Source: an optimization exercise on an open RTL-to-GDS flow (aim: small area, a short achievable clock period and few clock cycles). Production flows keep margins and buffers that such runs may drop. At most, simulation tests tie the RTL to the original design; equivalence was not proved. Function not checked in run 6: the RTL went through the layout flow alone.

`design.v`:
```
module RISC_SPM (clk, rst, mem_rdata, mem_addr, mem_wdata, mem_we, halted);
  parameter word_size = 8;
  parameter Sel1_size = 3;
  parameter Sel2_size = 2;
  wire [Sel1_size-1: 0] Sel_Bus_1_Mux;
  wire [Sel2_size-1: 0] Sel_Bus_2_Mux;
  input clk, rst;
  input  [word_size-1: 0] mem_rdata;
  output [word_size-1: 0] mem_addr, mem_wdata;
  output mem_we;
  output halted;
  wire zero;
  wire [word_size-1: 0] instruction, address, Bus_1, mem_word;
  wire Load_R0, Load_R1, Load_R2, Load_R3, Load_PC, Inc_PC, Load_IR;   
  wire Load_Add_R, Load_Reg_Y, Load_Reg_Z;
  wire write;
  Processing_Unit M0_Processor (instruction, zero, address, Bus_1, mem_word, Load_R0, Load_R1,
    Load_R2, Load_R3, Load_PC, Inc_PC, Sel_Bus_1_Mux, Load_IR, Load_Add_R, Load_Reg_Y,
    Load_Reg_Z,  Sel_Bus_2_Mux, clk, rst);
  Control_Unit M1_Controller (Load_R0, Load_R1, Load_R2, Load_R3, Load_PC, Inc_PC, 
    Sel_Bus_1_Mux, Sel_Bus_2_Mux , Load_IR, Load_Add_R, Load_Reg_Y, Load_Reg_Z, 
    write, halted, instruction, zero, clk, rst);
  assign mem_word  = mem_rdata;
  assign mem_addr  = address;
  assign mem_wdata = Bus_1;
  assign mem_we    = write;
endmodule
module Processing_Unit (instruction, Zflag, address, Bus_1, mem_word, Load_R0, Load_R1, Load_R2, 
  Load_R3, Load_PC, Inc_PC, Sel_Bus_1_Mux, Load_IR, Load_Add_R, Load_Reg_Y, Load_Reg_Z, 
  Sel_Bus_2_Mux, clk, rst);
  parameter word_size = 8;
  parameter op_size = 4;
  parameter Sel1_size = 3;
  parameter Sel2_size = 2;
  output [word_size-1: 0] 	instruction, address, Bus_1;
  output Zflag;
  input [word_size-1: 0]  	mem_word;
  input 			Load_R0, Load_R1, Load_R2, Load_R3, Load_PC, Inc_PC;
  input [Sel1_size-1: 0] 	Sel_Bus_1_Mux;
  input [Sel2_size-1: 0] 	Sel_Bus_2_Mux;
  input 			Load_IR, Load_Add_R, Load_Reg_Y, Load_Reg_Z;
  input 			clk, rst;
  wire			Load_R0, Load_R1, Load_R2, Load_R3;
  wire [word_size-1: 0] 	Bus_2;
  wire [word_size-1: 0] 	R0_out, R1_out, R2_out, R3_out;
  wire [word_size-1: 0] 	PC_count, Y_value, alu_out;
  wire 			alu_zero_flag;
  wire [op_size-1 : 0] 	opcode = instruction [word_size-1: word_size-op_size];
  Register_Unit 		R0 	(R0_out, Bus_2, Load_R0, clk, rst);
  Register_Unit 		R1 	(R1_out, Bus_2, Load_R1, clk, rst);
  Register_Unit 		R2 	(R2_out, Bus_2, Load_R2, clk, rst);
  Register_Unit 		R3 	(R3_out, Bus_2, Load_R3, clk, rst);
  Register_Unit 		Reg_Y 	(Y_value, Bus_2, Load_Reg_Y, clk, rst);
  D_flop 			Reg_Z 	(Zflag, alu_zero_flag, Load_Reg_Z, clk, rst);
  Address_Register 	Add_R	(address, Bus_2, Load_Add_R, clk, rst);
  Instruction_Register	IR	(instruction, Bus_2, Load_IR, clk, rst);
  Program_Counter 	PC	(PC_count, Bus_2, Load_PC, Inc_PC, clk, rst);
  Multiplexer_5ch 		Mux_1 	(Bus_1, R0_out, R1_out, R2_out, R3_out, PC_count, Sel_Bus_1_Mux);
  Multiplexer_3ch 		Mux_2	(Bus_2, alu_out, Bus_1, mem_word, Sel_Bus_2_Mux);
  Alu_RISC 		ALU	(alu_zero_flag, alu_out, Y_value, Bus_1, opcode);
endmodule 
module Register_Unit (data_out, data_in, load, clk, rst);
  parameter 		word_size = 8;
  output [word_size-1: 0] 	data_out;
  input 	[word_size-1: 0] 	data_in;
  input 			load;
  input 			clk, rst;
  reg 	[word_size-1: 0]	data_out;
  always @ (posedge clk or negedge rst)
    if (rst == 0) data_out <= 0; else if (load) data_out <= data_in;
endmodule
module D_flop (data_out, data_in, load, clk, rst);
  output 		data_out;
  input 		data_in;
  input 		load;
  input 		clk, rst;
  reg 		data_out;
  always @ (posedge clk or negedge rst)
    if (rst == 0) data_out <= 0; else if (load == 1)data_out <= data_in;
endmodule
 module Address_Register (data_out, data_in, load, clk, rst);
  parameter word_size = 8;
  output [word_size-1: 0] 	data_out;
  input 	[word_size-1: 0] 	data_in;
  input 			load, clk, rst;
  reg 	[word_size-1: 0]	data_out;
  always @ (posedge clk or negedge rst)
    if (rst == 0) data_out <= 0; else if (load) data_out <= data_in;
endmodule
module Instruction_Register (data_out, data_in, load, clk, rst);
  parameter word_size = 8;
  output [word_size-1: 0] 	data_out;
  input 	[word_size-1: 0] 	data_in;
  input 			load;
  input 			clk, rst;
  reg 	[word_size-1: 0]	data_out;
  always @ (posedge clk or negedge rst)
    if (rst == 0) data_out <= 0; else if (load) data_out <= data_in; 
endmodule
module Program_Counter (count, data_in, Load_PC, Inc_PC, clk, rst);
  parameter word_size = 8;
  output [word_size-1: 0] 	count;
  input 	[word_size-1: 0] 	data_in;
  input 			Load_PC, Inc_PC;
  input 			clk, rst;
  reg 	[word_size-1: 0]	count;
  always @ (posedge clk or negedge rst)
    if (rst == 0) count <= 0; else if (Load_PC) count <= data_in; else if  (Inc_PC) count <= count +1;
endmodule
module Multiplexer_5ch (mux_out, data_a, data_b, data_c, data_d, data_e, sel);
  parameter word_size = 8;
  output [word_size-1: 0] 	mux_out;
  input 	[word_size-1: 0] 	data_a, data_b, data_c, data_d, data_e;
  input 	[2: 0] sel;
  assign  mux_out = (sel == 0) 	? data_a: (sel == 1) 
? data_b : (sel == 2) 
? data_c: (sel == 3) 
? data_d : (sel == 4) 
? data_e : {word_size{1'b0}};
endmodule
module Multiplexer_3ch (mux_out, data_a, data_b, data_c, sel);
  parameter 	word_size = 8;
  output 		[word_size-1: 0]	 mux_out;
  input 		[word_size-1: 0] 	data_a, data_b, data_c;
  input 		[1: 0] sel;
  assign  mux_out = (sel == 0) ? data_a: (sel == 1) ? data_b : (sel == 2) ? data_c: {word_size{1'b0}};
endmodule
module Alu_RISC (alu_zero_flag, alu_out, data_1, data_2, sel);
  parameter word_size = 8;
  parameter op_size = 4;
  parameter NOP 	= 4'b0000;
  parameter ADD 	= 4'b0001;
  parameter SUB 	= 4'b0010;
  parameter AND 	= 4'b0011;
  parameter NOT 	= 4'b0100;
  parameter RD  		= 4'b0101;
  parameter WR		= 4'b0110;
  parameter BR		= 4'b0111;
  parameter BRZ 		= 4'b1000;
  output 			alu_zero_flag;
  output [word_size-1: 0] 	alu_out;
  input 	[word_size-1: 0] 	data_1, data_2;
  input 	[op_size-1: 0] 	sel;
  reg 	[word_size-1: 0]	alu_out;
  assign  alu_zero_flag = ~|alu_out;
  always @ (sel or data_1 or data_2)  
     case  (sel)
      NOP:	alu_out = 0;
      ADD:	alu_out = data_1 + data_2;   
      SUB:	alu_out = data_2 - data_1;
      AND:	alu_out = data_1 & data_2;
      NOT:	alu_out = ~ data_2;	  
      default: 	alu_out = 0;
    endcase 
endmodule
module Control_Unit (
  Load_R0, Load_R1, 
  Load_R2, Load_R3, 
  Load_PC, Inc_PC, 
  Sel_Bus_1_Mux, Sel_Bus_2_Mux,
  Load_IR, Load_Add_R, Load_Reg_Y, Load_Reg_Z, 
  write, halted, instruction, zero, clk, rst);
  parameter word_size = 8, op_size = 4, state_size = 4;
  parameter src_size = 2, dest_size = 2, Sel1_size = 3, Sel2_size = 2;
  parameter S_idle = 0, S_fet1 = 1, S_fet2 = 2, S_dec = 3;
  parameter  S_ex1 = 4, S_rd1 = 5, S_rd2 = 6;  
  parameter S_wr1 = 7, S_wr2 = 8, S_br1 = 9, S_br2 = 10, S_halt = 11;  
  parameter NOP = 0, ADD = 1, SUB = 2, AND = 3, NOT = 4;
  parameter RD  = 5, WR =  6,  BR =  7, BRZ = 8;  
  parameter R0 = 0, R1 = 1, R2 = 2, R3 = 3;  
  output Load_R0, Load_R1, Load_R2, Load_R3;
  output Load_PC, Inc_PC;
  output [Sel1_size-1:0] Sel_Bus_1_Mux;
  output Load_IR, Load_Add_R;
  output Load_Reg_Y, Load_Reg_Z;
  output [Sel2_size-1: 0] Sel_Bus_2_Mux;
  output write;
  output halted;
  input [word_size-1: 0] instruction;
  input zero;
  input clk, rst;
  reg [state_size-1: 0] state, next_state;
  reg Load_R0, Load_R1, Load_R2, Load_R3, Load_PC, Inc_PC;
  reg Load_IR, Load_Add_R, Load_Reg_Y;
  reg Sel_ALU, Sel_Bus_1, Sel_Mem;
  reg Sel_R0, Sel_R1, Sel_R2, Sel_R3, Sel_PC;
  reg Load_Reg_Z, write;
  reg err_flag;
  assign halted = (state == S_halt);
  wire [op_size-1:0] opcode = instruction [word_size-1: word_size - op_size];
  wire [src_size-1: 0] src = instruction [src_size + dest_size -1: dest_size];
  wire [dest_size-1:0] dest = instruction [dest_size -1:0];
  assign  Sel_Bus_1_Mux[Sel1_size-1:0] = Sel_R0 ? 0:
				 Sel_R1 ? 1:
				 Sel_R2 ? 2:
				 Sel_R3 ? 3:
				 Sel_PC ? 4: 3'b000;   
  assign  Sel_Bus_2_Mux[Sel2_size-1:0] = Sel_ALU ? 0:
				 Sel_Bus_1 ? 1:
				 Sel_Mem ? 2: 2'b00;
  always @ (posedge clk or negedge rst) begin: State_transitions
    if (rst == 0) state <= S_idle; else state <= next_state; end
  always @ (state or opcode or zero) begin: Output_and_next_state 
    Sel_R0 = 0; 	Sel_R1 = 0;     	Sel_R2 = 0;    	Sel_R3 = 0;     	Sel_PC = 0;
    Load_R0 = 0; 	Load_R1 = 0; 	Load_R2 = 0; 	Load_R3 = 0;	Load_PC = 0;
    Load_IR = 0;	Load_Add_R = 0;	Load_Reg_Y = 0;	Load_Reg_Z = 0;
    Inc_PC = 0; 
    Sel_Bus_1 = 0; 
    Sel_ALU = 0; 
    Sel_Mem = 0; 
    write = 0; 
    err_flag = 0;	 
    next_state = state;
     case  (state)	S_idle:		next_state = S_fet1;      
S_fet1:		begin       	  	  	
  next_state = S_fet2; 
      	  	  		  Sel_PC = 1;
      	  	  		  Sel_Bus_1 = 1;
      	  	   		  Load_Add_R = 1; 
    				end
      		S_fet2:		begin 		
  next_state = S_dec; 
  Sel_Mem = 1;
      	  	  		  Load_IR = 1; 
      	  	  		  Inc_PC = 1;
    				end
      		S_dec:  	 	case  (opcode) 
      		 		  NOP: next_state = S_fet1;
		  		  ADD, SUB, AND: begin
 		    		    next_state = S_ex1;
		    		    Sel_Bus_1 = 1;
		    		    Load_Reg_Y = 1;
		     		    case  (src)
		      		      R0: 		Sel_R0 = 1; 
		      		      R1: 		Sel_R1 = 1; 
		      		      R2: 		Sel_R2 = 1;
		      		      R3: 		Sel_R3 = 1; 
		      		      default : 	err_flag = 1;
		    		    endcase   
  end  
			 	  NOT: begin
			    	    next_state = S_fet1;
			    	    Load_Reg_Z = 1;
			    	    Sel_Bus_1 = 1; 
			    	    Sel_ALU = 1; 
		 	     	    case  (src)
			      	      R0: 		Sel_R0 = 1;			      
      				      R1: 		Sel_R1 = 1;
			      	      R2: 		Sel_R2 = 1;			      
 			      	      R3: 		Sel_R3 = 1; 
			      	      default : 	err_flag = 1;
			    	    endcase   
  			     	    case  (dest)
			      	      R0: 		Load_R0 = 1; 
			      	      R1: 		Load_R1 = 1;			      
      				      R2: 		Load_R2 = 1;
			      	      R3: 		Load_R3 = 1;			      
      				      default: 	err_flag = 1;
			    	    endcase   
  end  
  RD: begin
			    	    next_state = S_rd1;
			    	    Sel_PC = 1; Sel_Bus_1 = 1; Load_Add_R = 1; 
  end  
			  	  WR: begin
			    	    next_state = S_wr1;
			    	    Sel_PC = 1; Sel_Bus_1 = 1; Load_Add_R = 1; 
  end   
			  	  BR: begin 
			    	    next_state = S_br1;  
    Sel_PC = 1; Sel_Bus_1 = 1; Load_Add_R = 1; 
			    	  end   
  				  BRZ: if (zero == 1) begin
			    	    next_state = S_br1; 
    Sel_PC = 1; Sel_Bus_1 = 1; Load_Add_R = 1; 
			    	  end  
			  	  else begin 
    next_state = S_fet1; 
    Inc_PC = 1; 
  end
        		  		  default : next_state = S_halt;
				endcase   
    	      	S_ex1:		begin 
  			  	  next_state = S_fet1;
			  	  Load_Reg_Z = 1;
			  	  Sel_ALU = 1; 
		 	   	  case  (dest)
  	    		    	    R0: begin Sel_R0 = 1; Load_R0 = 1; end
			    	    R1: begin Sel_R1 = 1; Load_R1 = 1; end
			    	    R2: begin Sel_R2 = 1; Load_R2 = 1; end
			    	    R3: begin Sel_R3 = 1; Load_R3 = 1; end
			    	    default : err_flag = 1; 
			   	  endcase  
				end 
    	      	S_rd1:		begin 
  next_state = S_rd2;
			  	  Sel_Mem = 1;
			  	  Load_Add_R = 1; 
			  	  Inc_PC = 1;
				end
    	      	S_wr1: 		begin
			  	  next_state = S_wr2;
			  	  Sel_Mem = 1;
			  	  Load_Add_R = 1; 
			  	  Inc_PC = 1;
				end 
      		S_rd2:		begin 
  			  	  next_state = S_fet1;
			  	  Sel_Mem = 1;
		 	   	  case  (dest) 
    			    	    R0: 		Load_R0 = 1; 
		 	    	    R1: 		Load_R1 = 1; 
		 	    	    R2: 		Load_R2 = 1; 
		 	    	    R3: 		Load_R3 = 1; 
			    	    default : 	err_flag = 1;
			  	  endcase  
				end
    	      	S_wr2:		begin 
     			  	  next_state = S_fet1;
			  	  write = 1;
		 	  	  case  (src)
    			    	    R0: 		Sel_R0 = 1;		 	    
    				    R1: 		Sel_R1 = 1;		 	    
   				    R2: 		Sel_R2 = 1; 		 	    
   				    R3: 		Sel_R3 = 1;			    
    				    default : 	err_flag = 1;
			  	  endcase  
				end
    	      	S_br1:		begin next_state = S_br2; Sel_Mem = 1; Load_Add_R = 1; end
    	      	S_br2:		begin next_state = S_fet1; Sel_Mem = 1; Load_PC = 1; end
    	      	S_halt:  		next_state = S_halt;
		default:		next_state = S_idle;
     endcase    
  end
endmodule
```
`run.sh`:
```
#!/bin/bash
# synth_recipe.tcl (not shown) runs the flow's synth.tcl, then flattens the netlist and writes it again
# the make line also repeats each setting of config.mk as NAME=value (left out here)
make -C /OpenROAD-flow-scripts/flow DESIGN_CONFIG=/design/flow/config.mk WORK_HOME=/design/flow/orfs CLKGATE_MAP_FILE= SYNTH_SCRIPT=/design/flow/synth_recipe.tcl finish
```
`config.mk`:
```
export PLATFORM = sky130hd
export DESIGN_NAME = RISC_SPM
export DESIGN_NICKNAME = RISC_SPM
export VERILOG_FILES = /design/flow/design.v
export SDC_FILE = /design/flow/constraint.sdc
export NUM_CORES = 4
export LEC_CHECK = 0
export CAP_MARGIN = 20
export CORE_MARGIN = 2
export CORE_UTILIZATION = 40
export SLEW_MARGIN = 20
```
`constraint.sdc`:
```
create_clock -name core_clock -period 5.0 [get_ports {clk}]
set_input_delay 1.0000 -clock core_clock [delete_from_list [all_inputs] [get_ports {clk}]]
set_output_delay 1.0000 -clock core_clock [all_outputs]
set_load 0.01 [all_outputs]
```
==> impl_metrics.ini, run 1 <==
[final_layout]
areaGrowthSynthToFinish_pct = 15.23
multiInputGateArea_um2 = 2451
sequential_cell_area_um2 = 1727
final_nets = 526
layout-drive-gt1-share = 0.1440
num_antenna_cells = 0
n_fill_cell = 983

[detailed_routing]
vias = 3826
avgRoutedWirePerCell_um = 19.84
detail_route.first_pass.iterations = 5
final_routed_wirelength_mm = 12.76
drt_iter0_markers = 342
ant_nets = 0
routed_via_density = 5.950
drc_errors = 0

[global_route]
grt_pass1_vias = 3598
grt_first_pass_wirelength_mm = 20.14
grt_antenna_before_repair = 0
gr-total-overflow = 0
track_usage = 0.2283
largest_net_degree_at_the_start_of_global_routing = 37

[yosys]
post-synth-top-area-cell = dfrtp_1
synthTopCellsByArea = dfrtp_1 40%, a21oi_1 5.3%, mux2_2 4.4%
number_of_enable_flip_flop_cells_after_synthesis = 0
synth_simple_gate_area_share = 0.1999
synth_largest_type_area_fraction = 0.3987
yosysSeqAreaShare = 0.3987
synth-compound-area-share = 0.2441
post_synth.cell_area_avg_um2 = 9.003
synth_mux_area_frac = 0.05345
synth_warnings = 7
mappedNetlistArea_um2 = 4330
largest_family_of_logic_cells_by_synthesized_area = compound AO/OA/AOI/OAI gates
post_synth_inst_count = 481
yosysMostFrequentCell = dfrtp_1
ys_top_cells_by_count = 69 x dfrtp_1, 47 x nor2_1, 46 x a21oi_1, 42 x nand2_1, 34 x o21ai_0
synth.ff_latch_count = 69
dominantRegCellSynth = dfrtp_1
synth_xor_area_frac = 0.02629
post_synth_num_cell_types = 72
mappedNetlistNets = 503
asyncSetResetFlopFracSynth = 1.000
synth_adder_area_share = 0.03641

[setup_path]
critical_path_top_delay_cell = or4_1
path_class = register to register
worstPathCellList = o21a_1 -> or4_1 -> and2_4 -> nand4_2 -> o211a_2 -> ha_1 -> inv_1 -> fa_1 -> a21o_1 -> a21oi_1 -> o21bai_1 -> a21oi_1 -> xnor2_1 -> a221oi_1 -> o21bai_2 -> mux2_2
setup.reg_to_reg.worst_slack_ps = 250
timing.critical_path.max_delay_family = compound AO/OA/AOI/OAI gates
worst_path_largest_cell_delay_ps = 650
critPathArrivalTime_ps = 4990
critical_path_peak_fanout = 12
timing.critical_path.mode_cell = a21oi_1
startpoint_type = register
cp.required_ps = 5240
critPathCaptureType = register
critPathBufInv = 1

[place]
gp_routability_congestion = 0.9736
hpwl_mm = 9.263
count_of_buffers_inserted_at_the_top_level_ports = 27
dp_slack_ps = 107.8

[clock_tree]
h-tree-depth = 3
cts_sinks = 69
hold_buffers = 0
cts_resized = 0
buffer_depth_of_the_longest_clock_path = 2
tritoncts = done
cts_root_buf = clkbuf_8
post_cts_buffers = 0
cts_clk_pin_slew_worst_paths_ps = 70
worst_skew_pair.late_latency_ps = 360
cts_inserted_buffers = 9

[timing]
period_minus_slack_ps = 4751
final_max_slew_viol_count = 0
worst_slew_margin_rel = 0.3037
transition_time_of_the_tightest_slew_check_pin_ps = 1042
setup_total_negative_slack_ps = 0
finalClockSkew_ps = 6.742
setup-violations-final = 0
share_of_the_clock_period_used_by_the_worst_path_after_layout = 0.9503
fmax_mhz = 210.5
postLayoutSetupSlackWorst_ps = 248.7
finalHoldViolations = 0

[worst_hold_path]
hp-class = register to register

[floorplanning]
core_um2 = 10420
design.die.area_um2 = 11670
number_of_top_level_pins = 28
start_util = 0.4157
die-width_um = 108.1
row_count = 37
die-height_um = 108.1

[run_status]
run_status = timing/DRC/antenna clean

[run]
cap_violations = 0
[placed cells by master (no fill, tap or decap), types with 12 or more instances in the layout]
cell type / Yosys / layout
dfrtp_1: 69 / 69
nor2_1: 47 / 47
a21oi_1: 46 / 46
nand2_1: 42 / 42
o21ai_0: 34 / 34
clkdlybuf4s50_1: 0 / 26
inv_1: 18 / 18
mux2_2: 17 / 17
buf_4: 0 / 13
xnor2_1: 12 / 12
[worst min-delay path, delay by kind of cell, from the launching register on]
kind	cells	cell delay [ps]
DFF	1	350
and+or+nand+nor	1	50
AOI/OAI and AO/OA	1	60
[routing by layer]
layer	part of all wire	wire length [um]	GRT usage	vias up
li1	-	-	-	1811
met1	0.46	5819	0.3172	1844
met2	0.45	5721	0.3405	149
met3	0.070	892	0.05787	22
met4	0.025	323	0.09066	0
met5	0	0	0	-
[kinds of logic after synthesis]
kind of cell    after synthesis
mux                          21
flops                        69
buf+inv                      46
simple gates                164
xor+xnor                     13
compound gates              156
fa+ha+maj                    12
[final timing paths]
check / start / end / cells past startpoint
min in group asynchronous: rst / M0_Processor.IR.data_out[0]$_DFFE_PN0P_ / 1
min reg2reg: M0_Processor.Add_R.data_out[2]$_DFFE_PN0P_ / M0_Processor.Add_R.data_out[2]$_DFFE_PN0P_ / 2
max reg2reg: M0_Processor.IR.data_out[5]$_DFFE_PN0P_ / M0_Processor.R2.data_out[6]$_DFFE_PN0P_ / 16
max in group asynchronous: rst / M0_Processor.PC.count[3]$_DFFE_PN0P_ / 2
min: M0_Processor.Add_R.data_out[2]$_DFFE_PN0P_ / M0_Processor.Add_R.data_out[2]$_DFFE_PN0P_ / 2
max: M0_Processor.IR.data_out[5]$_DFFE_PN0P_ / M0_Processor.R2.data_out[6]$_DFFE_PN0P_ / 16
[layout make-up]
class | count | area share
multi-input cells | 366 | 0.4912
repair buffers | 40 | 0.07272
clock buffers | 10 | 0.02758
well taps | 136 | 0.03410
flip-flops and latches | 69 | 0.3460
clock inverters | 4 | 0.01479
inverters | 18 | 0.01354
[sequential cells by signal, indices dropped and copies added, names as in the netlist]
register	count
M0_Processor.R2.data_out	8
M0_Processor.Add_R.data_out	8
M0_Processor.R3.data_out	8
M0_Processor.PC.count	8
M0_Processor.Reg_Z.data_out	1
M0_Processor.R0.data_out	8
M0_Processor.R1.data_out	8
M0_Processor.IR.data_out	8
M0_Processor.Reg_Y.data_out	8
M1_Controller.state	4
[stage by stage]
step,hold slack [ps],area [um^2],utilization,cells
6_report,486.9,4990,0.4790,643
5_1_grt,526.7,4990,0.4790,643
4_1_cts,497.9,4965,0.4766,643
3_5_place_dp,474.1,4753,0.4563,629
3_3_place_gp,469.9,4753,0.4563,629
2_1_floorplan,443.6,4330,-,481
Testbench counts, summed over its fixed seeds: cycles 86,277.
==> run 2: changes to the inputs <==
==> design.v (replaced) <==
module RISC_SPM (clk, rst, mem_rdata, mem_addr, mem_wdata, mem_we, halted);
  input        clk, rst;
  input  [7:0] mem_rdata;
  output [7:0] mem_addr, mem_wdata;
  output       mem_we;
  output       halted;
  reg [7:0] R0, R1, R2, R3;
  reg [7:0] PC, MA;
  reg [6:0] IR;           
  reg       sA, sD;       
  reg       Z;
  reg       halted;
  wire       sF  = ~sA & ~sD & ~halted;
  wire [2:0] iop = IR[6:4];
  wire [1:0] src = IR[3:2];
  wire [1:0] dst = IR[1:0];
  wire i_add = (iop == 3'd1);
  wire i_sub = (iop == 3'd2);
  wire i_and = (iop == 3'd3);
  wire i_not = (iop == 3'd4);
  wire ex    = sF & (i_add | i_sub | i_and | i_not);
  reg [7:0] opA, opB;
  always @* begin
    case (dst)
      2'd0: opA = R0; 2'd1: opA = R1; 2'd2: opA = R2; default: opA = R3;
    endcase
    case (src)
      2'd0: opB = R0; 2'd1: opB = R1; 2'd2: opB = R2; default: opB = R3;
    endcase
  end
  reg [7:0] alu;
  always @* begin
    case (iop)
      3'd1:    alu = opA + opB;
      3'd2:    alu = opA - opB;
      3'd3:    alu = opA & opB;
      default: alu = ~opB;
    endcase
  end
  wire [7:0] axb  = opA ^ opB;
  wire [7:0] aob  = opA | opB;
  wire       zadd = ~|(axb ^ {aob[6:0], 1'b0});
  wire       zsub = ~|axb;
  wire       zand = ~|(opA & opB);
  wire       znot = &opB;
  reg        zt;
  always @* begin
    case (iop)
      3'd1:    zt = zadd;
      3'd2:    zt = zsub;
      3'd3:    zt = zand;
      default: zt = znot;
    endcase
  end
  wire Zn = ex ? zt : Z;
  wire [3:0] fo     = mem_rdata[7:4];
  wire       f_two  = ~fo[3] & fo[2] & (fo[1] | fo[0]);    
  wire       f_brz  = (fo == 4'd8);
  wire       f_halt = fo[3] & (|fo[2:0]);
  wire       f_skip = f_brz & ~Zn;
  wire d_rd = sD & (iop == 3'd5);
  wire d_wr = sD & (iop == 3'd6);
  wire d_br = sD & ~iop[2] | sD & iop[1] & iop[0];       
  wire [7:0] PC1 = PC + 8'd1;
  wire [7:0] PC2 = PC + 8'd2;
  wire [7:0] T1  = mem_rdata + 8'd1;
  wire [3:0] wsel = 4'b1 << dst;
  wire [7:0] wdat = d_rd ? mem_rdata : alu;
  wire       wen  = ex | d_rd;
  always @(posedge clk or negedge rst)
    if (!rst) begin
      R0 <= 8'd0; R1 <= 8'd0; R2 <= 8'd0; R3 <= 8'd0;
    end else begin
      if (wen & wsel[0]) R0 <= wdat;
      if (wen & wsel[1]) R1 <= wdat;
      if (wen & wsel[2]) R2 <= wdat;
      if (wen & wsel[3]) R3 <= wdat;
    end
  always @(posedge clk or negedge rst)
    if (!rst) Z <= 1'b0;
    else if (ex) Z <= zt;
  always @(posedge clk or negedge rst)
    if (!rst) begin
      PC <= 8'd1; MA <= 8'd0; IR <= 7'd0;
      sA <= 1'b0; sD <= 1'b0; halted <= 1'b0;
    end else if (sF) begin
      IR <= {fo[2:0], mem_rdata[3:0]};
      if (f_halt) halted <= 1'b1;
      else if (f_skip) begin MA <= PC1; PC <= PC2; end
      else begin
        MA <= PC; PC <= PC1;
        sA <= f_two | f_brz;
      end
    end else if (sA) begin
      MA <= mem_rdata; sA <= 1'b0; sD <= 1'b1;
    end else if (sD) begin
      sD <= 1'b0;
      if (d_br) begin MA <= mem_rdata; PC <= T1; end
      else begin MA <= PC; PC <= PC1; end
    end
  assign mem_addr  = MA;
  assign mem_wdata = opB;
  assign mem_we    = d_wr;
endmodule
--- a/config.mk
+++ b/config.mk
@@ -5,7 +5,9 @@
 export SDC_FILE = /design/flow/constraint.sdc
 export NUM_CORES = 4
 export LEC_CHECK = 0
+export ABC_CLOCK_PERIOD_IN_PS = 2500
 export CAP_MARGIN = 20
 export CORE_MARGIN = 2
 export CORE_UTILIZATION = 40
+export SETUP_SLACK_MARGIN = 2.0
 export SLEW_MARGIN = 20
==> impl_metrics.ini, run 2 <==
[clock_tree]
hold_buffers = 0
cts_sinks = 59
buffer_depth_of_the_longest_clock_path = 2
h-tree-depth = 3
cts_inserted_buffers = 9
cts_clk_pin_slew_worst_paths_ps = 50
cts_root_buf = clkbuf_16
worst_skew_pair.late_latency_ps = 330
tritoncts = done

[floorplanning]
row_count = 38
start_util = 0.4139
die-height_um = 110.6
number_of_top_level_pins = 28
design.die.area_um2 = 12230
die-width_um = 110.6
core_um2 = 10980

[final_layout]
areaGrowthSynthToFinish_pct = 35.73
final_nets = 589
number_of_non_filler_instances_in_the_completed_layout = 694
most-common-layout-cells = 55 x nand2_1, 54 x dfrtp_1, 43 x buf_4
num_antenna_cells = 0
layout-drive-gt1-share = 0.3484
n_fill_cell = 932
mostFrequentLayoutCell = nand2_1

[timing]
period_minus_slack_ps = 3415
setup-violations-final = 0
setup_total_negative_slack_ps = 0
hold-worst-slack_ps = 497.4
transition_time_of_the_tightest_slew_check_pin_ps = 904.8
postLayoutSetupSlackWorst_ps = 1585
final_max_slew_viol_count = 0
grt_setup_unrepaired = true
finalHoldViolations = 0
finalClockSkew_ps = 8.703
fmax_mhz = 292.8
worst_slew_margin_rel = 0.3968
share_of_the_clock_period_used_by_the_worst_path_after_layout = 0.6830

[worst_hold_path]
hold-path-cell-count = 2
hp-class = register to register
hold_path_startpoint = MA[1]$_DFFE_PN0P_
worst_hold_path.endpoint = MA[1]$_DFFE_PN0P_

[detailed_routing]
final_routed_wirelength_mm = 14.95
routed_via_density = 6.072
drc_errors = 0
ant_nets = 0
vias = 4214
detail_route.first_pass.iterations = 8
drt_iter0_markers = 358
avgRoutedWirePerCell_um = 21.54

[setup_path]
critPathCaptureType = register
cp.required_ps = 5220
worstReg2RegStart = IR[2]$_DFFE_PN0P_
setup.reg_to_reg.worst_slack_ps = 1590
crit-reg2reg-capture = R0[7]$_DFFE_PN0P_
critical_path_peak_fanout = 6
startpoint_type = register
critPathArrivalTime_ps = 3630
r2r_cells = 13
path_class = register to register

[global_route]
grt_antenna_before_repair = 0
track_usage = 0.2218
grt_first_pass_wirelength_mm = 21.64
gr-total-overflow = 0
gr-max-usage-layer = met2
grt_pass1_vias = 3981
groute.layer.met1.usage = 0.2972
routing_usage_on_met3 = 0.03732
largest_net_degree_at_the_start_of_global_routing = 60
groute.layer.met2.usage = 0.3652

[place]
count_of_buffers_inserted_at_the_top_level_ports = 27
hpwl_mm = 9.409
dp_slack_ps = 1191
dp_cells = 626
gp_routability_congestion = 0.9094

[yosys]
synth.ff_latch_count = 59
ys_top_cells_by_count = 58 x dfrtp_1, 56 x nand2_1, 33 x nor2_1, 28 x ha_1, 26 x mux2_2
synth_largest_type_area_fraction = 0.3193
mappedNetlistArea_um2 = 4546
post-synth-top-area-cell = dfrtp_1
dominantRegCellSynth = dfrtp_1
synth_warnings = 1
synthTopCellsByArea = dfrtp_1 32%, mux4_2 8.4%, ha_1 7.7%
post_synth_inst_count = 484
post_synth_num_cell_types = 59
yosysSeqAreaShare = 0.3251
asyncSetResetFlopFracSynth = 1.000
yosysMostFrequentCell = dfrtp_1
post_synth.cell_area_avg_um2 = 9.392
number_of_enable_flip_flop_cells_after_synthesis = 0
mappedNetlistNets = 523

[run_status]
run_status = timing/DRC/antenna clean

[run]
cap_violations = 0
## run 2: cell types whose count changed in the layout (fill, tap and decap cells not counted), moves of 8 or more
cell       before  now
clkbuf_8       10    2
mux2_4          0    9
o21ai_0        34    6
nor2_1         47   30
xor2_1          1   15
clkbuf_16       0    9
dfrtp_1        69   54
ha_4            0    9
mux4_2          0   17
nand2_1        42   55
buf_4          13   43
a21oi_1        46   19
## run 2: kinds of logic (layout without fill, tap and decap cells)
kind of cell,Yosys count,after routing,synth area share
buffers and inverters,51,121,0.04459
adder cells (fa/ha/maj),29,29,0.08148
AND/OR/NAND/NOR,171,171,0.1855
multiplexers,50,50,0.1641
XOR/XNOR,30,30,0.05781
AO/OA/AOI/OAI,94,94,0.1415
flip-flops,59,59,0.3251
## run 2: worst max-delay path, cell delays in order, from the launching register on
cell and delay [ps]:
dfrtp_2 370, buf_12 130, mux4_2 620, inv_4 140, ha_4 160, nor2_1 60, xnor2_1 130, ha_1 370
o2111a_2 270, nor3_4 60, or3_4 390, a31oi_4 190, nand3_2 120, mux2_2 280
## run 2: timing repair
action                     CTS  global route
setup endpoints to repair   57            51
gates resized for setup     23            84
buffers inserted            25            28
pin swaps                   12            33
## run 2: layer usage
layer / share of wire / wire (um)
met1: 0.41 / 6066
met2: 0.50 / 7512
met3: 0.053 / 796
met4: 0.039 / 577
met5: 0 / 0
## run 2: layout make-up
type,count,area [um^2],area share
clock buffers,11,252.7,0.04097
clock inverters,4,73.82,0.01197
inverters,25,103.9,0.01683
multi-input cells,374,3338,0.5411
flip-flops and latches,59,1485,0.2407
well taps,140,175.2,0.02839
repair buffers,81,740.7,0.1201
## run 2: per-stage QoR
| stage | utilization | cell area [um^2] |
|---|---|---|
| 6_report | 0.5617 | 6170 |
| 5_1_grt | 0.5617 | 6170 |
| 4_1_cts | 0.5013 | 5505 |
| 3_5_place_dp | 0.4481 | 4921 |
| 3_3_place_gp | 0.4481 | 4921 |
| 2_1_floorplan | - | 4579 |
## run 2: worst max path at each step
stage | startpoint | endpoint | depth (start not counted)
2_1_floorplan | IR[2]$_DFFE_PN0P_ | R0[7]$_DFFE_PN0P_ | 14
3_3_place_gp | IR[0]$_DFFE_PN0P_ | MA[2]$_DFFE_PN0P_ | 9
3_5_place_dp | IR[0]$_DFFE_PN0P_ | MA[0]$_DFFE_PN0P_ | 11
4_1_cts | IR[2]$_DFFE_PN0P_ | R2[7]$_DFFE_PN0P_ | 14
5_1_grt | IR[2]$_DFFE_PN0P_ | R2[7]$_DFFE_PN0P_ | 13
6_report | IR[2]$_DFFE_PN0P_ | R0[7]$_DFFE_PN0P_ | 13
Testbench counts of run 2, summed over its fixed seeds: cycles 39,150.
==> run 3: changes to the inputs <==
--- a/config.mk
+++ b/config.mk
@@ -5,9 +5,9 @@
 export SDC_FILE = /design/flow/constraint.sdc
 export NUM_CORES = 4
 export LEC_CHECK = 0
-export ABC_CLOCK_PERIOD_IN_PS = 2500
+export ABC_CLOCK_PERIOD_IN_PS = 1800
 export CAP_MARGIN = 20
 export CORE_MARGIN = 2
 export CORE_UTILIZATION = 40
-export SETUP_SLACK_MARGIN = 2.0
+export SETUP_SLACK_MARGIN = 3.0
 export SLEW_MARGIN = 20
==> impl_metrics.ini, run 3 <==
[run_status]
run_status = timing/DRC/antenna clean

[timing]
share_of_the_clock_period_used_by_the_worst_path_after_layout = 0.6904
finalClockSkew_ps = 7.012
worst_slew_margin_rel = 0.2807
setup_total_negative_slack_ps = 0
transition_time_of_the_tightest_slew_check_pin_ps = 1071
period_minus_slack_ps = 3452
setup-violations-final = 0
grt_setup_unrepaired = true
fmax_mhz = 289.7
final_max_slew_viol_count = 0
finalHoldViolations = 0

[floorplanning]
design.die.area_um2 = 12230
die-width_um = 110.6
start_util = 0.4139
core_um2 = 10980
die-height_um = 110.6
row_count = 38
number_of_top_level_pins = 28

[global_route]
grt_antenna_before_repair = 0
track_usage = 0.2289
gr-total-overflow = 0
grt_first_pass_wirelength_mm = 22.26
largest_net_degree_at_the_start_of_global_routing = 60
grt_pass1_vias = 4066

[final_layout]
sequential_cell_area_um2 = 1489
n_fill_cell = 870
most-common-layout-cells = 53 x nand2_1, 51 x dfrtp_1, 44 x buf_4
postLayoutCoreUtil = 0.5946
layout-drive-gt1-share = 0.4288
areaGrowthSynthToFinish_pct = 43.66
multiInputGateArea_um2 = 3518
mostFrequentLayoutCell = nand2_1
num_antenna_cells = 0
final_nets = 611

[clock_tree]
buffer_depth_of_the_longest_clock_path = 2
hold_buffers = 0
cts_clk_pin_slew_worst_paths_ps = 50
worst_skew_pair.late_latency_ps = 330
cts_sinks = 59
cts_root_buf = clkbuf_16
h-tree-depth = 3
cts_inserted_buffers = 9
tritoncts = done

[detailed_routing]
vias = 4446
drc_errors = 0
final_routed_wirelength_mm = 15.04
ant_nets = 0
detail_route.first_pass.iterations = 5
avgRoutedWirePerCell_um = 21.01
routed_via_density = 6.209
drt_iter0_markers = 482

[setup_path]
crit_path_start = IR[2]$_DFFE_PN0P_
critPathBufInv = 2
timing.critical_path.max_delay_family = multiplexers
startpoint_type = register
path_class = register to register
cp.required_ps = 5210
worstPathCellList = buf_12 -> mux4_2 -> buf_6 -> ha_4 -> mux2i_2 -> ha_1 -> nor2b_4 -> o2111a_2 -> nor3_4 -> or3_4 -> a31oi_4 -> nand3_4 -> mux2_4
critPathArrivalTime_ps = 3670
worstReg2RegStart = IR[2]$_DFFE_PN0P_
critPathCaptureType = register
critical_path_top_delay_cell = mux4_2
worst_path_largest_cell_delay_ps = 570
critical_path_peak_fanout = 5

[yosys]
synth.ff_latch_count = 59
post-synth-top-area-cell = dfrtp_1
dominantRegCellSynth = dfrtp_1
synth_largest_type_area_fraction = 0.3193
number_of_enable_flip_flop_cells_after_synthesis = 0
synthTopCellsByArea = dfrtp_1 32%, mux4_2 8.4%, ha_1 7.7%
mappedNetlistArea_um2 = 4546
post_synth_num_cell_types = 59
yosysMostFrequentCell = dfrtp_1
synth_warnings = 1
post_synth.cell_area_avg_um2 = 9.392
asyncSetResetFlopFracSynth = 1.000
mappedNetlistNets = 523
ys_top_cells_by_count = 58 x dfrtp_1, 56 x nand2_1, 33 x nor2_1, 28 x ha_1, 26 x mux2_2
post_synth_inst_count = 484
yosysSeqAreaShare = 0.3251

[run]
cap_violations = 0

[place]
count_of_buffers_inserted_at_the_top_level_ports = 27
hpwl_mm = 9.395
gp_routability_congestion = 0.9132

[worst_hold_path]
hold_path_startpoint = R3[4]$_DFFE_PN0P_
hp-class = register to register
-- run 3: cell counts after synthesis --
No cell type changed its count.
-- run 3: path summary, 6_finish.rpt --
path                                           to  slack (ps)  cells after the start
worst max-delay path            R2[7]$_DFFE_PN0P_        1550                     13
worst min-delay path            R3[4]$_DFFE_PN0P_         500                      2
worst max register to register  R2[7]$_DFFE_PN0P_        1550                     13
worst min register to register  R3[4]$_DFFE_PN0P_         500                      2
max in group asynchronous       IR[0]$_DFFE_PN0P_        3600                      2
min in group asynchronous       R0[3]$_DFFE_PN0P_         830                      2
-- run 3: repair_timing --
item / CTS / global route
hold endpoints to repair: 0 / 0
cloned: 0 / 1
buffers inserted: 37 / 35
gates resized for setup: 123 / 97
endpoints found under the setup margin: 69 / 65
pin swaps: 28 / 50
-- run 3: layout make-up --
type,instances,area share
clock buffer,10,0.03660
clock inverter,5,0.004599
inverter,25,0.01514
multi-input combinational,375,0.5388
sequential,59,0.2280
tap,140,0.02683
timing repair buffer,102,0.1500
-- run 3: cells by family after synthesis --
logic type,Yosys count,synth area share
and+or+nand+nor,171,0.1855
DFF,59,0.3251
AOI/OAI and AO/OA,94,0.1415
adders and majority gates,29,0.08148
muxes,50,0.1641
buffers and inverters,51,0.04459
xor gates and xnor gates,30,0.05781
-- run 3: worst min-delay path, stage by stage (launching register included) --
cell and delay, ps:
dfrtp_1 350, nand2_1 60, o31ai_1 60
-- run 3: metrics by stage --
stage	instances	setup slack (ps)	hold WS, ps	area [um^2]
after floorplan	484	1815	457.5	4597
after global placement	628	1129	471.9	4951
after detailed placement	628	955.5	482.9	4951
after CTS	680	1612	489.0	5776
after global routing	716	1468	528.2	6530
final	716	1548	499.0	6530
-- run 3: per-layer routing --
metal / GRT usage / wire [um]
met3: 0.04007 / 1100
met4: 0.06667 / 365
met5: 0 / 0
met1: 0.3382 / 6738
met2: 0.3440 / 6838
==> run 4: changes to the inputs <==
--- a/config.mk
+++ b/config.mk
@@ -5,9 +5,8 @@
 export SDC_FILE = /design/flow/constraint.sdc
 export NUM_CORES = 4
 export LEC_CHECK = 0
-export ABC_CLOCK_PERIOD_IN_PS = 1800
+export ABC_AREA = 1
 export CAP_MARGIN = 20
 export CORE_MARGIN = 2
 export CORE_UTILIZATION = 40
-export SETUP_SLACK_MARGIN = 3.0
 export SLEW_MARGIN = 20
==> impl_metrics.ini, run 4 <==
[timing]
final_max_slew_viol_count = 0
fmax_mhz = 254.4
period_minus_slack_ps = 3931
share_of_the_clock_period_used_by_the_worst_path_after_layout = 0.7862
worst_slew_margin_rel = 0.4799
setup_total_negative_slack_ps = 0
finalHoldViolations = 0
finalClockSkew_ps = 9.768
transition_time_of_the_tightest_slew_check_pin_ps = 777.3
grt_setup_unrepaired = false
setup-violations-final = 0

[clock_tree]
worst_skew_pair.late_latency_ps = 330
h-tree-depth = 3
cts_sinks = 59
tritoncts = done
hold_buffers = 0
cts_root_buf = clkbuf_16
post_cts_buffers = 0
buffer_depth_of_the_longest_clock_path = 2
cts_resized = 0
cts_clk_pin_slew_worst_paths_ps = 50
cts_inserted_buffers = 9

[setup_path]
cp.required_ps = 5260
critPathArrivalTime_ps = 4190
worstReg2RegStart = IR[2]$_DFFE_PN0P_
crit_path_start = IR[2]$_DFFE_PN0P_
path_class = register to register
critPathCaptureType = register
critical_path_peak_fanout = 18
startpoint_type = register

[floorplanning]
core_um2 = 11860
die-width_um = 113.6
design.die.area_um2 = 12910
row_count = 40
die-height_um = 113.6
number_of_top_level_pins = 28
start_util = 0.4053

[yosys]
ys_top_cells_by_count = 180 x nand2_1, 84 x nand3_1, 79 x o21ai_0, 78 x inv_1
yosysMostFrequentCell = nand2_1
dominantRegCellSynth = dfrtp_1
yosysSeqAreaShare = 0.3074
number_of_enable_flip_flop_cells_after_synthesis = 0
mappedNetlistNets = 756
post_synth.cell_area_avg_um2 = 6.704
post_synth_num_cell_types = 42
synthTopCellsByArea = dfrtp_1 30%, nand2_1 14%, nand3_1 8.7%
synth_warnings = 1
post-synth-top-area-cell = dfrtp_1
synth.ff_latch_count = 59
asyncSetResetFlopFracSynth = 1.000
synth_largest_type_area_fraction = 0.3019
mappedNetlistArea_um2 = 4807
post_synth_inst_count = 717

[detailed_routing]
drt_iter0_markers = 370
detail_route.first_pass.iterations = 5
drc_errors = 0
vias = 4789
avgRoutedWirePerCell_um = 16.45
routed_via_density = 5.399
final_routed_wirelength_mm = 14.59
ant_nets = 0

[worst_hold_path]
hp-class = register to register
hold_path_startpoint = sA$_DFFE_PN0P_

[place]
post_dp_cell_area_um2 = 5161
dp_cells = 871
gp_routability_congestion = 0.8943
count_of_buffers_inserted_at_the_top_level_ports = 27
hpwl_mm = 11.22

[global_route]
grt_first_pass_wirelength_mm = 23.63
grt_pass1_vias = 4631
track_usage = 0.2338
largest_net_degree_at_the_start_of_global_routing = 60
grt_antenna_before_repair = 0
gr-total-overflow = 0

[final_layout]
mostFrequentLayoutCell = nand2_1
num_antenna_cells = 0
design_area_um2 = 5456
number_of_non_filler_instances_in_the_completed_layout = 887
areaGrowthSynthToFinish_pct = 13.51
final_nets = 774
layout-drive-gt1-share = 0.07838
most-common-layout-cells = 180 x nand2_1, 84 x nand3_1, 79 x o21ai_0
n_fill_cell = 1213

[run]
cap_violations = 0

[run_status]
run_status = timing/DRC/antenna clean
==> run 4: kinds of logic after synthesis <==
kind of cell / after synthesis / share of synthesized area
AOI/OAI and AO/OA: 133 / 0.1491
xor gates and xnor gates: 21 / 0.03826
adders and majority gates: 29 / 0.07704
buffers and inverters: 111 / 0.09370
DFF: 59 / 0.3074
and+or+nand+nor: 364 / 0.3345
==> run 4: area by class of cell <==
cell class | count | area, um^2 | share of cell area
multi-input cells | 547 | 2882 | 0.5281
flip-flops and latches | 59 | 1478 | 0.2708
inverters | 88 | 330.3 | 0.06054
repair buffers | 30 | 287.8 | 0.05274
clock buffers | 11 | 242.7 | 0.04449
well taps | 147 | 183.9 | 0.03371
clock inverters | 5 | 52.55 | 0.009631
==> run 4: path summary, 6_finish.rpt <==
check	to	slack (ps)	cells past startpoint
setup / recovery	R3[6]$_DFFE_PN0P_	1070	19
hold / removal	sD$_DFFE_PN0N_	470	0
setup reg to reg	R3[6]$_DFFE_PN0P_	1070	19
hold reg to reg	sD$_DFFE_PN0N_	470	0
max in group asynchronous	R2[2]$_DFFE_PN0P_	3660	2
min in group asynchronous	IR[5]$_DFFE_PN0P_	820	2
==> run 4: per-layer routing <==
metal | track usage | part of all wire | vias to the layer above
met5 | 0 | 0 | -
met2 | 0.3872 | 0.48 | 143
met3 | 0.02710 | 0.033 | 35
met4 | 0.1130 | 0.039 | 0
li1 | - | - | 2381
met1 | 0.3053 | 0.45 | 2230
==> run 4: critical path, stage by stage, from the launching register on <==
cell and delay [ps]:
dfrtp_1 700, nand2_2 170, or2_2 300, nand2_1 130, inv_1 150, ha_1 310, o21ai_0 160, fa_1 480
nand2_1 80, inv_1 40, o21ai_0 130, and2_1 160, nor2_1 50, o21ai_0 130, nand2_1 80, nand2_1 60
nand2_1 40, o21ai_0 460, nand3_1 140, nand2_1 100
==> run 4: stage by stage <==
step / setup WS [ps] / hold slack [ps] / utilization
after floorplan: 1861 / 449.1 / -
after global placement: 1307 / 437.9 / 0.4351
after detailed placement: 1120 / 458.5 / 0.4351
after CTS: 1093 / 472.2 / 0.4600
after global routing: 598.9 / 494.6 / 0.4600
final: 1069 / 474.1 / 0.4600
==> run 5: changes to the inputs <==
--- a/config.mk
+++ b/config.mk
@@ -5,7 +5,6 @@
 export SDC_FILE = /design/flow/constraint.sdc
 export NUM_CORES = 4
 export LEC_CHECK = 0
-export ABC_AREA = 1
 export CAP_MARGIN = 20
 export CORE_MARGIN = 2
 export CORE_UTILIZATION = 40
==> impl_metrics.ini, run 5 <==
[yosys]
asyncSetResetFlopFracSynth = 1.000
synth_simple_gate_area_share = 0.1855
dominantRegCellSynth = dfrtp_1
synth_mux_area_frac = 0.1641
post-synth-top-area-cell = dfrtp_1
largest_family_of_logic_cells_by_synthesized_area = simple AND/OR/NAND/NOR gates
yosysMostFrequentCell = dfrtp_1
mappedNetlistNets = 523
mappedNetlistArea_um2 = 4546
synth.ff_latch_count = 59
number_of_enable_flip_flop_cells_after_synthesis = 0
synth_adder_area_share = 0.08148
yosysSeqAreaShare = 0.3251
synthTopCellsByArea = dfrtp_1 32%, mux4_2 8.4%, ha_1 7.7%
post_synth.cell_area_avg_um2 = 9.392
synth_xor_area_frac = 0.05780
ys_top_cells_by_count = 58 x dfrtp_1, 56 x nand2_1, 33 x nor2_1, 28 x ha_1, 26 x mux2_2
post_synth_inst_count = 484
synth-compound-area-share = 0.1415
synth_warnings = 1
synth_largest_type_area_fraction = 0.3193
post_synth_num_cell_types = 59

[setup_path]
worstPathCellList = mux4_2 -> inv_1 -> ha_1 -> a31oi_1 -> xnor2_1 -> ha_1 -> o2111a_1 -> nor3_1 -> or3_1 -> a31oi_1 -> nand3_1 -> mux2_2
crit-reg2reg-capture = R0[7]$_DFFE_PN0P_
setup.reg_to_reg.worst_slack_ps = 1130
startpoint_type = register
path_class = register to register
critPathBufInv = 1
timing.critical_path.max_delay_family = multiplexers
critical_path_top_delay_cell = dfrtp_1
worstReg2RegStart = IR[2]$_DFFE_PN0P_
critPathCaptureType = register
critical_path_peak_fanout = 10
r2r_cells = 12
cp.required_ps = 5220
worst_path_largest_cell_delay_ps = 700
critPathArrivalTime_ps = 4100

[worst_hold_path]
hold_path_startpoint = R3[5]$_DFFE_PN0P_
hp-class = register to register
worst_hold_path.endpoint = R3[5]$_DFFE_PN0P_
hold-path-cell-count = 2

[timing]
transition_time_of_the_tightest_slew_check_pin_ps = 925.0
setup_total_negative_slack_ps = 0
grt_setup_unrepaired = false
finalClockSkew_ps = 8.520
hold-worst-slack_ps = 503.2
final_max_slew_viol_count = 0
finalHoldViolations = 0
setup-violations-final = 0
share_of_the_clock_period_used_by_the_worst_path_after_layout = 0.7749
fmax_mhz = 258.1
postLayoutSetupSlackWorst_ps = 1126
worst_slew_margin_rel = 0.3806
period_minus_slack_ps = 3874

[floorplanning]
number_of_top_level_pins = 28
design.die.area_um2 = 12230
die-height_um = 110.6
core_um2 = 10980
row_count = 38
die-width_um = 110.6
start_util = 0.4139

[clock_tree]
cts_inserted_buffers = 9
worst_skew_pair.late_latency_ps = 340
h-tree-depth = 3
cts_root_buf = clkbuf_16
cts_clk_pin_slew_worst_paths_ps = 60
cts_resized = 0
post_cts_buffers = 0
cts_sinks = 59
hold_buffers = 0
tritoncts = done
buffer_depth_of_the_longest_clock_path = 2

[run_status]
run_status = timing/DRC/antenna clean

[final_layout]
mostFrequentLayoutCell = dfrtp_1
design_area_um2 = 5213
num_antenna_cells = 0
final_nets = 537
areaGrowthSynthToFinish_pct = 14.67
most-common-layout-cells = 58 x dfrtp_1, 56 x nand2_1, 33 x nor2_1
layout-drive-gt1-share = 0.1551

[place]
gp_routability_congestion = 0.9266
count_of_buffers_inserted_at_the_top_level_ports = 27
hpwl_mm = 9.637
dp_slack_ps = 1173
post_dp_cell_area_um2 = 4902

[run]
cap_violations = 0

[global_route]
track_usage = 0.2187
grt_first_pass_wirelength_mm = 21.20
grt_antenna_before_repair = 0
largest_net_degree_at_the_start_of_global_routing = 60
grt_pass1_vias = 3831
gr-total-overflow = 0

[detailed_routing]
avgRoutedWirePerCell_um = 20.22
drt_iter0_markers = 392
detail_route.first_pass.iterations = 5
vias = 3930
final_routed_wirelength_mm = 13.00
ant_nets = 0
drc_errors = 0
routed_via_density = 6.112
==> run 5: cell count changes after synthesis, moves of 17 or more <==
cell / previous run / this run
nor2_1: 58 / 33
mux4_2: 0 / 17
nand3_1: 84 / 18
nand2_1: 180 / 56
inv_1: 78 / 23
o21ai_0: 79 / 10
mux2_2: 0 / 26
==> run 5: how the worst max path moves through the flow <==
stage                 startpoint           endpoint  depth (start not counted)
5_1_grt        IR[2]$_DFFE_PN0P_  R2[7]$_DFFE_PN0P_                         12
4_1_cts        IR[2]$_DFFE_PN0P_  R0[7]$_DFFE_PN0P_                         12
6_report       IR[2]$_DFFE_PN0P_  R0[7]$_DFFE_PN0P_                         12
2_1_floorplan  IR[0]$_DFFE_PN0P_  MA[0]$_DFFE_PN0P_                         12
3_3_place_gp   IR[2]$_DFFE_PN0P_  R2[7]$_DFFE_PN0P_                         13
3_5_place_dp   IR[2]$_DFFE_PN0P_  R0[7]$_DFFE_PN0P_                         12
==> run 5: through the flow <==
stage	utilization	cells
global placement	0.4463	627
detailed placement	0.4463	627
finish	0.4746	643
CTS	0.4746	643
global route	0.4746	643
floorplan	-	484
==> run 5: cells by family (layout without fill, tap and decap cells) <==
family | after synthesis | in the layout
flops | 59 | 59
simple gates | 171 | 171
buf+inv | 51 | 70
compound gates | 94 | 94
mux | 50 | 50
fa+ha+maj | 29 | 29
xor+xnor | 30 | 30
==> run 5: layout make-up <==
| class | count | area [um^2] |
|---|---|---|
| fillers | 1042 | 5771 |
| multi-input cells | 374 | 2875 |
| flip-flops and latches | 59 | 1478 |
| repair buffers | 29 | 280.3 |
| clock buffers | 10 | 239.0 |
| well taps | 140 | 175.2 |
| inverters | 25 | 93.84 |
| clock inverters | 6 | 71.32 |
==> run 5: tightest hold or removal path, cell delays in order (launching register included) <==
cell and delay (ps):
dfrtp_1 350, nand2_1 50, o31ai_1 60
==> run 5: metal layers <==
layer / track usage / wire length [um] / vias to the layer above
li1: - / - / 1812
met1: 0.3027 / 5751 / 1934
met2: 0.3403 / 5983 / 159
met3: 0.05104 / 952 / 25
met4: 0.06917 / 314 / 0
met5: 0 / 0 / -
==> run 6: changes to the inputs <==
--- a/design.v
+++ b/design.v
@@ -28,13 +28,39 @@
       2'd0: opB = R0; 2'd1: opB = R1; 2'd2: opB = R2; default: opB = R3;
     endcase
   end
+  wire [7:0] bx = opB ^ {8{i_sub}};
+  wire [7:0] p0 = opA ^ bx;
+  wire [7:0] g0 = opA & bx;
+  wire [8:0] G0 = {g0, i_sub}, P0 = {p0, 1'b0};
+  wire [8:0] G1, P1, G2, P2, G3;
+  genvar k;
+  generate
+    for (k = 0; k < 9; k = k + 1) begin : ks
+      if (k >= 1) begin : a1
+        assign G1[k] = G0[k] | P0[k] & G0[k-1]; assign P1[k] = P0[k] & P0[k-1];
+      end else begin : b1
+        assign G1[k] = G0[k]; assign P1[k] = P0[k];
+      end
+      if (k >= 2) begin : a2
+        assign G2[k] = G1[k] | P1[k] & G1[k-2]; assign P2[k] = P1[k] & P1[k-2];
+      end else begin : b2
+        assign G2[k] = G1[k]; assign P2[k] = P1[k];
+      end
+      if (k >= 4) begin : a3
+        assign G3[k] = G2[k] | P2[k] & G2[k-4];
+      end else begin : b3
+        assign G3[k] = G2[k];
+      end
+    end
+  endgenerate
+  wire [7:0] cin = G3[7:0];
+  wire [7:0] sum = p0 ^ cin;
   reg [7:0] alu;
   always @* begin
     case (iop)
-      3'd1:    alu = opA + opB;
-      3'd2:    alu = opA - opB;
-      3'd3:    alu = opA & opB;
-      default: alu = ~opB;
+      3'd1, 3'd2: alu = sum;
+      3'd3:       alu = opA & opB;
+      default:    alu = ~opB;
     endcase
   end
   wire [7:0] axb  = opA ^ opB;
@@ -61,42 +87,42 @@
   wire d_rd = sD & (iop == 3'd5);
   wire d_wr = sD & (iop == 3'd6);
   wire d_br = sD & ~iop[2] | sD & iop[1] & iop[0];       
-  wire [7:0] PC1 = PC + 8'd1;
-  wire [7:0] PC2 = PC + 8'd2;
-  wire [7:0] T1  = mem_rdata + 8'd1;
+  wire [6:0] hi1 = PC[7:1] + 7'd1;
+  wire [7:0] PC1 = {PC[0] ? hi1 : PC[7:1], ~PC[0]};
+  wire [7:0] PC2 = {hi1, PC[0]};
   wire [3:0] wsel = 4'b1 << dst;
-  wire [7:0] wdat = d_rd ? mem_rdata : alu;
-  wire       wen  = ex | d_rd;
+  wire [3:0] wa   = {4{ex}} & wsel;
+  wire [3:0] wr   = {4{d_rd}} & wsel;
   always @(posedge clk or negedge rst)
     if (!rst) begin
       R0 <= 8'd0; R1 <= 8'd0; R2 <= 8'd0; R3 <= 8'd0;
     end else begin
-      if (wen & wsel[0]) R0 <= wdat;
-      if (wen & wsel[1]) R1 <= wdat;
-      if (wen & wsel[2]) R2 <= wdat;
-      if (wen & wsel[3]) R3 <= wdat;
+      R0 <= wa[0] ? alu : wr[0] ? mem_rdata : R0;
+      R1 <= wa[1] ? alu : wr[1] ? mem_rdata : R1;
+      R2 <= wa[2] ? alu : wr[2] ? mem_rdata : R2;
+      R3 <= wa[3] ? alu : wr[3] ? mem_rdata : R3;
     end
   always @(posedge clk or negedge rst)
     if (!rst) Z <= 1'b0;
     else if (ex) Z <= zt;
   always @(posedge clk or negedge rst)
     if (!rst) begin
-      PC <= 8'd1; MA <= 8'd0; IR <= 7'd0;
+      PC <= 8'd0; MA <= 8'd0; IR <= 7'd0;
       sA <= 1'b0; sD <= 1'b0; halted <= 1'b0;
     end else if (sF) begin
       IR <= {fo[2:0], mem_rdata[3:0]};
       if (f_halt) halted <= 1'b1;
-      else if (f_skip) begin MA <= PC1; PC <= PC2; end
       else begin
-        MA <= PC; PC <= PC1;
-        sA <= f_two | f_brz;
+        MA <= f_skip ? PC2 : PC1;
+        PC <= f_skip ? PC2 : PC1;
+        sA <= f_two | f_brz & Zn;
       end
     end else if (sA) begin
-      MA <= mem_rdata; sA <= 1'b0; sD <= 1'b1;
+      MA <= mem_rdata; PC <= PC1; sA <= 1'b0; sD <= 1'b1;
     end else if (sD) begin
       sD <= 1'b0;
-      if (d_br) begin MA <= mem_rdata; PC <= T1; end
-      else begin MA <= PC; PC <= PC1; end
+      if (d_br) begin MA <= mem_rdata; PC <= mem_rdata; end
+      else MA <= PC;
     end
   assign mem_addr  = MA;
   assign mem_wdata = opB;
==> impl_metrics.ini, run 6 <==
[run_status]
run_status = timing/DRC/antenna clean

[timing]
grt_setup_unrepaired = false
hold-worst-slack_ps = 493.5
share_of_the_clock_period_used_by_the_worst_path_after_layout = 0.7850
finalHoldViolations = 0
finalClockSkew_ps = 11.18
worst_slew_margin_rel = 0.3957
period_minus_slack_ps = 3925
setup_total_negative_slack_ps = 0
transition_time_of_the_tightest_slew_check_pin_ps = 899.5
fmax_mhz = 254.8
final_max_slew_viol_count = 0
postLayoutSetupSlackWorst_ps = 1075
setup-violations-final = 0

[detailed_routing]
drc_errors = 0
routed_via_density = 6.153
detail_route.first_pass.iterations = 16
vias = 4467
avgRoutedWirePerCell_um = 19.73
drt_iter0_markers = 438
final_routed_wirelength_mm = 14.32
ant_nets = 0

[clock_tree]
buffer_depth_of_the_longest_clock_path = 2
cts_sinks = 59
h-tree-depth = 3
worst_skew_pair.late_latency_ps = 330
cts_clk_pin_slew_worst_paths_ps = 50
post_cts_buffers = 0
cts_resized = 0
cts_root_buf = clkbuf_16
cts_inserted_buffers = 9
tritoncts = done
hold_buffers = 0

[floorplanning]
core_um2 = 11520
start_util = 0.4143
die-width_um = 113.2
design.die.area_um2 = 12820
die-height_um = 113.2
number_of_top_level_pins = 28
row_count = 39

[yosys]
synth.ff_latch_count = 59
asyncSetResetFlopFracSynth = 1.000
yosysSeqAreaShare = 0.3095
synth_largest_type_area_fraction = 0.3095
post_synth_inst_count = 568
synth_warnings = 1
dominantRegCellSynth = dfrtp_1
post_synth.cell_area_avg_um2 = 8.399
number_of_enable_flip_flop_cells_after_synthesis = 0
yosysMostFrequentCell = nand2_1
post_synth_num_cell_types = 63
synthTopCellsByArea = dfrtp_1 31%, mux4_2 7.6%, nand2_1 7.1%
mappedNetlistArea_um2 = 4771
mappedNetlistNets = 601
post-synth-top-area-cell = dfrtp_1
ys_top_cells_by_count = 90 x nand2_1, 60 x nor2_1, 59 x dfrtp_1, 34 x o21ai_0, 25 x clkbuf_1

[place]
hpwl_mm = 10.46
post_dp_cell_area_um2 = 5121
dp_cells = 710
dp_slack_ps = 818.2
gp_routability_congestion = 0.9215
count_of_buffers_inserted_at_the_top_level_ports = 27

[final_layout]
number_of_non_filler_instances_in_the_completed_layout = 726
n_fill_cell = 1100
num_antenna_cells = 0
areaGrowthSynthToFinish_pct = 13.72
layout-drive-gt1-share = 0.1029
design_area_um2 = 5425
postLayoutCoreUtil = 0.4711
most-common-layout-cells = 90 x nand2_1, 60 x nor2_1, 59 x dfrtp_1
final_nets = 611
mostFrequentLayoutCell = nand2_1
sequential_cell_area_um2 = 1476
multiInputGateArea_um2 = 3065

[global_route]
grt_antenna_before_repair = 0
largest_net_degree_at_the_start_of_global_routing = 38
gr-total-overflow = 0
grt_pass1_vias = 4453
track_usage = 0.2334
grt_first_pass_wirelength_mm = 23.55

[setup_path]
cp.required_ps = 5250
critPathCaptureType = register
setup.reg_to_reg.worst_slack_ps = 1070
crit-reg2reg-capture = MA[1]$_DFFE_PN0P_
r2r_cells = 9
startpoint_type = register
critical_path_peak_fanout = 13
crit_path_start = IR[0]$_DFFE_PN0P_
critPathArrivalTime_ps = 4170
path_class = register to register
worst_setup_path_end = MA[1]$_DFFE_PN0P_
worstReg2RegStart = IR[0]$_DFFE_PN0P_

[run]
cap_violations = 0

[worst_hold_path]
hp-class = register to register
==> run 6: changes by cell type after synthesis, moves of 9 or more <==
cell,change
nand2_1,+34
xnor2_1,+9
o21ai_0,+24
nor2_1,+27
mux2_2,-21
==> run 6: worst min path at each step <==
stage                       from           endpoint  cells after the start
2_1_floorplan  R2[0]$_DFFE_PN0P_  R2[0]$_DFFE_PN0P_                      2
3_3_place_gp   R2[3]$_DFFE_PN0P_  R2[3]$_DFFE_PN0P_                      2
3_5_place_dp   MA[2]$_DFFE_PN0P_  MA[2]$_DFFE_PN0P_                      2
4_1_cts        MA[2]$_DFFE_PN0P_  MA[2]$_DFFE_PN0P_                      2
5_1_grt        MA[2]$_DFFE_PN0P_  MA[2]$_DFFE_PN0P_                      2
6_report       MA[2]$_DFFE_PN0P_  MA[2]$_DFFE_PN0P_                      2
==> run 6: worst max-delay path: stages (launching register included) <==
cell and delay (ps):
dfrtp_1 770, mux4_2 650, ha_1 350, or4b_2 630
nor4_1 240, a2111o_1 210, o21ai_2 190, mux2_2 370
mux2_2 270, a31oi_1 160
==> run 6: final cells by class <==
| type | count | area share |
|---|---|---|
| multi-input cells | 453 | 0.5650 |
| flip-flops and latches | 59 | 0.2721 |
| repair buffers | 35 | 0.05996 |
| clock buffers | 10 | 0.04405 |
| well taps | 143 | 0.03298 |
| inverters | 20 | 0.01384 |
| clock inverters | 6 | 0.01199 |
==> run 6: layer usage <==
layer	routed length (um)	global-route usage	part of all wire	vias to the layer above
met3	1005	0.03267	0.070	28
met2	6823	0.3701	0.48	203
met5	0	0	0	-
met4	312	0.1008	0.022	0
met1	6181	0.3196	0.43	2147
li1	-	-	-	2089
==> run 6: logic make-up (layout without fill, tap and decap cells) <==
logic type	count (synthesis)	count (layout)	share of synthesized area
adders and majority gates	23	23	0.06032
and+or+nand+nor	232	232	0.2245
AOI/OAI and AO/OA	136	136	0.1915
xor gates and xnor gates	32	32	0.05875
DFF	59	59	0.3095
buffers and inverters	56	71	0.04904
muxes	30	30	0.1065

-- static timing again, ports no longer ideal --
In the flow no input, the clock included, has a driving cell. The finished layouts below were timed again as built, in two steps.
Step 1: set_driving_cell puts a clkbuf_16 on clk and a buf_2 on each other input, an assumption about the parent block.
Step 2 times the ports against the registers' clock, not the clock port: input delays grow and output delays shrink by t, the midpoint of the rising clock arrivals with the driver on.
Slacks: ideal ports / drivers / drivers and shift; pairs: ideal ports / drivers.
run | t (ns) | slack for setup (ns) | worst setup path after step 2 | worst register clock-pin slew, ns | worst slew at a driven data input, ns
run 1 | 0.389 | 0.249 / 0.249 / 0.249 | register to register | 0.08 / 0.08 | 0.04
run 2 | 0.366 | 1.585 / 1.585 / 1.359 | input to register | 0.06 / 0.06 | 0.03
run 3 | 0.368 | 1.548 / 1.548 / 1.345 | input to register | 0.05 / 0.05 | 0.03
run 4 | 0.362 | 1.069 / 1.069 / 1.069 | register to register | 0.05 / 0.05 | 0.03
run 5 | 0.373 | 1.126 / 1.126 / 1.126 | register to register | 0.06 / 0.06 | 0.03
run 6 | 0.362 | 1.075 / 1.075 / 0.778 | input to register | 0.06 / 0.06 | 0.03
After both steps setup and hold are still met in every run listed. The setup slack of run 6, which loses most, moves by 0.000 ns with the drivers and by -0.297 ns with both steps.
